Context: an optimization exercise on an open-source flow, tuned for small area and a short achievable clock period. The choices shown serve that exercise and are no tape-out recipe.
Function was checked by simulation only, so behaviour that the tests miss may differ from the original.

Setup of JK:
Design schoolbook, start of the top module:
module schoolbook(clk, rst, a, b, c);
input clk;
input rst;
input [282:0] a;
input [282:0] b;
output [565:0] c;
reg  [282:0] am;
reg  [282:0] hi;
reg  [282:0] lo;
reg  [8:0]   count;
reg          first;
reg          done;
wire         bn = first ? b[1] : lo[1];
wire [282:0] g0 = hi & am;
wire [282:0] p0 = hi ^ am;
wire g1_1 = g0[1] | (p0[1] & g0[0]);
wire p1_1 = p0[1] & p0[0];
wire g1_3 = g0[3] | (p0[3] & g0[2]);
wire p1_3 = p0[3] & p0[2];
wire g1_5 = g0[5] | (p0[5] & g0[4]);
wire p1_5 = p0[5] & p0[4];
wire g1_7 = g0[7] | (p0[7] & g0[6]);
wire p1_7 = p0[7] & p0[6];
wire g1_9 = g0[9] | (p0[9] & g0[8]);
wire p1_9 = p0[9] & p0[8];
wire g1_11 = g0[11] | (p0[11] & g0[10]);
wire p1_11 = p0[11] & p0[10];
wire g1_13 = g0[13] | (p0[13] & g0[12]);
wire p1_13 = p0[13] & p0[12];
wire g1_15 = g0[15] | (p0[15] & g0[14]);
wire p1_15 = p0[15] & p0[14];
wire g1_17 = g0[17] | (p0[17] & g0[16]);
wire p1_17 = p0[17] & p0[16];
wire g1_19 = g0[19] | (p0[19] & g0[18]);
wire p1_19 = p0[19] & p0[18];
wire g1_21 = g0[21] | (p0[21] & g0[20]);
wire p1_21 = p0[21] & p0[20];
wire g1_23 = g0[23] | (p0[23] & g0[22]);
wire p1_23 = p0[23] & p0[22];
wire g1_25 = g0[25] | (p0[25] & g0[24]);
wire p1_25 = p0[25] & p0[24];
wire g1_27 = g0[27] | (p0[27] & g0[26]);
wire p1_27 = p0[27] & p0[26];
wire g1_29 = g0[29] | (p0[29] & g0[28]);
wire p1_29 = p0[29] & p0[28];
wire g1_31 = g0[31] | (p0[31] & g0[30]);
wire p1_31 = p0[31] & p0[30];
wire g1_33 = g0[33] | (p0[33] & g0[32]);
wire p1_33 = p0[33] & p0[32];
wire g1_35 = g0[35] | (p0[35] & g0[34]);
wire p1_35 = p0[35] & p0[34];
wire g1_37 = g0[37] | (p0[37] & g0[36]);
wire p1_37 = p0[37] & p0[36];
wire g1_39 = g0[39] | (p0[39] & g0[38]);
wire p1_39 = p0[39] & p0[38];
wire g1_41 = g0[41] | (p0[41] & g0[40]);
wire p1_41 = p0[41] & p0[40];
wire g1_43 = g0[43] | (p0[43] & g0[42]);
  ...
For scale: roughly 3700 cells after synthesis, ~860 flip-flops, roughly 1100 I/O pins.
Settings: LEC_CHECK=0, CAP_MARGIN=20, CORE_AREA=5 5 395 395, DIE_AREA=0 0 400 400, PLACE_DENSITY=0.35, SLEW_MARGIN=40; clock period 14.0 ns.
standard.sh (not shown) runs the stock make flow with config.mk's settings and CLKGATE_MAP_FILE= SYNTH_SCRIPT=/design/flow/synth_recipe.tcl, a recipe that flattens the netlist after the stock synthesis.
==> flow/flow/run.sh <==
#!/bin/bash
set -euo pipefail
bash standard.sh SETUP_SLACK_MARGIN=9.75 BUFFER_PORTS_ARGS="-buffer_cell sky130_fd_sc_hd__buf_1" CTS_ARGS="-sink_clustering_enable -repair_clock_nets -dont_use_dummy_load" finish > standard.log 2>&1
JK | stages: all done | timing, DRC, antenna: all pass
Relative to JK, the following input files were edited for AL:
diff --git a/flow/design.v b/flow/design.v
--- a/flow/design.v
+++ b/flow/design.v
@@ -4,17 +4,18 @@
 input [282:0] a;
 input [282:0] b;
 output [565:0] c;
 reg  [282:0] am;
 reg  [282:0] hi;
 reg  [282:0] lo;
 reg  [8:0]   count;
 reg          first;
-reg          done;
+reg          done;    
+reg          hold;    
 wire         bn = first ? b[1] : lo[1];
 wire [282:0] g0 = hi & am;
 wire [282:0] p0 = hi ^ am;
 wire g1_1 = g0[1] | (p0[1] & g0[0]);
 wire p1_1 = p0[1] & p0[0];
 wire g1_3 = g0[3] | (p0[3] & g0[2]);
 wire p1_3 = p0[3] & p0[2];
 wire g1_5 = g0[5] | (p0[5] & g0[4]);
@@ -2519,25 +2520,26 @@
 assign cy[280] = g9_279;
 assign cy[281] = g9_280;
 assign cy[282] = g9_281;
 assign cy[283] = g9_282;
 wire [283:0] s = {cy[283], p0 ^ cy[282:0]};
 wire [283:0] sn = first ? {1'b0, b[0] ? a : 283'd0} : s;
 assign c = {hi, lo};
 always @(posedge clk) begin
-	am <= bn ? a : 283'd0;
+	am <= hold ? s[283:1] : (bn ? a : 283'd0);
 	if (rst == 1'b0) begin
 		count <= 9'd0;
 		first <= 1'b1;
 		done  <= 1'b0;
+		hold  <= 1'b0;
 	end
 	else begin
 		first <= 1'b0;
 		if (!done) count <= count + 9'd1;
 		if (count == 9'd282) done <= 1'b1;
+		if (count == 9'd281) hold <= 1'b1;
 	end
-	if (!done) begin
-		hi <= sn[283:1];
+	hi <= sn[283:1];
+	if (!done)
 		lo <= first ? {sn[0], b[282:1]} : {sn[0], lo[282:1]};
-	end
 end
 endmodule
--- outcome ---
AL finished all stages; the layout is clean. Row sequential share of layout area: AL lower / JK higher. Beginning of the critical path: hi[115]$_DFFE_PN_ -> JK, hi[0]$_DFF_P_ -> AL. Changes observed in AL relative to JK: number of buffers created by CTS now sits higher, worst setup slack fell 31 ps, count of different cell masters after synthesis up 16, total detailed-routing wirelength saw a decrease, layout net count rose by 425. The stage delay of the slowest cell on the critical path on AL is in line with that on JK. AL ended up with hi[185]$_DFF_P_ as its capturing element of the worst setup path; JK ended up with c[398]. Compared with JK, the detailed router inserted more vias in AL. The critical path depth of AL exceeds that of JK by 17.

[re-timing with driven ports]
No port has a modelled driver above. Below, the same layouts with a new extraction and two added sets of constraints. Step 1: set_driving_cell puts a clkbuf_16 on clk and a buf_2 on each other input, an assumption about the parent block. Step 2 moves the port delays by t, midway between the first and last clock arrival at a register: inputs arrive t later, outputs are due t later. That takes back most of the time a late clock gives input paths. Slacks: ideal ports / drivers / drivers and shift; pairs: ideal ports / drivers.
run	t (ns)	setup slack, ns	worst setup path after step 2	pins driven straight from the clock port
JK	0.770	9.753 / 9.670 / 9.210	input to register	1
AL	0.787	9.721 / 9.665 / 9.115	input to register	1
After both steps setup and hold are still met in every run listed. The setup slack of AL, which loses most, moves by -0.056 ns with the drivers and by -0.606 ns with both steps.
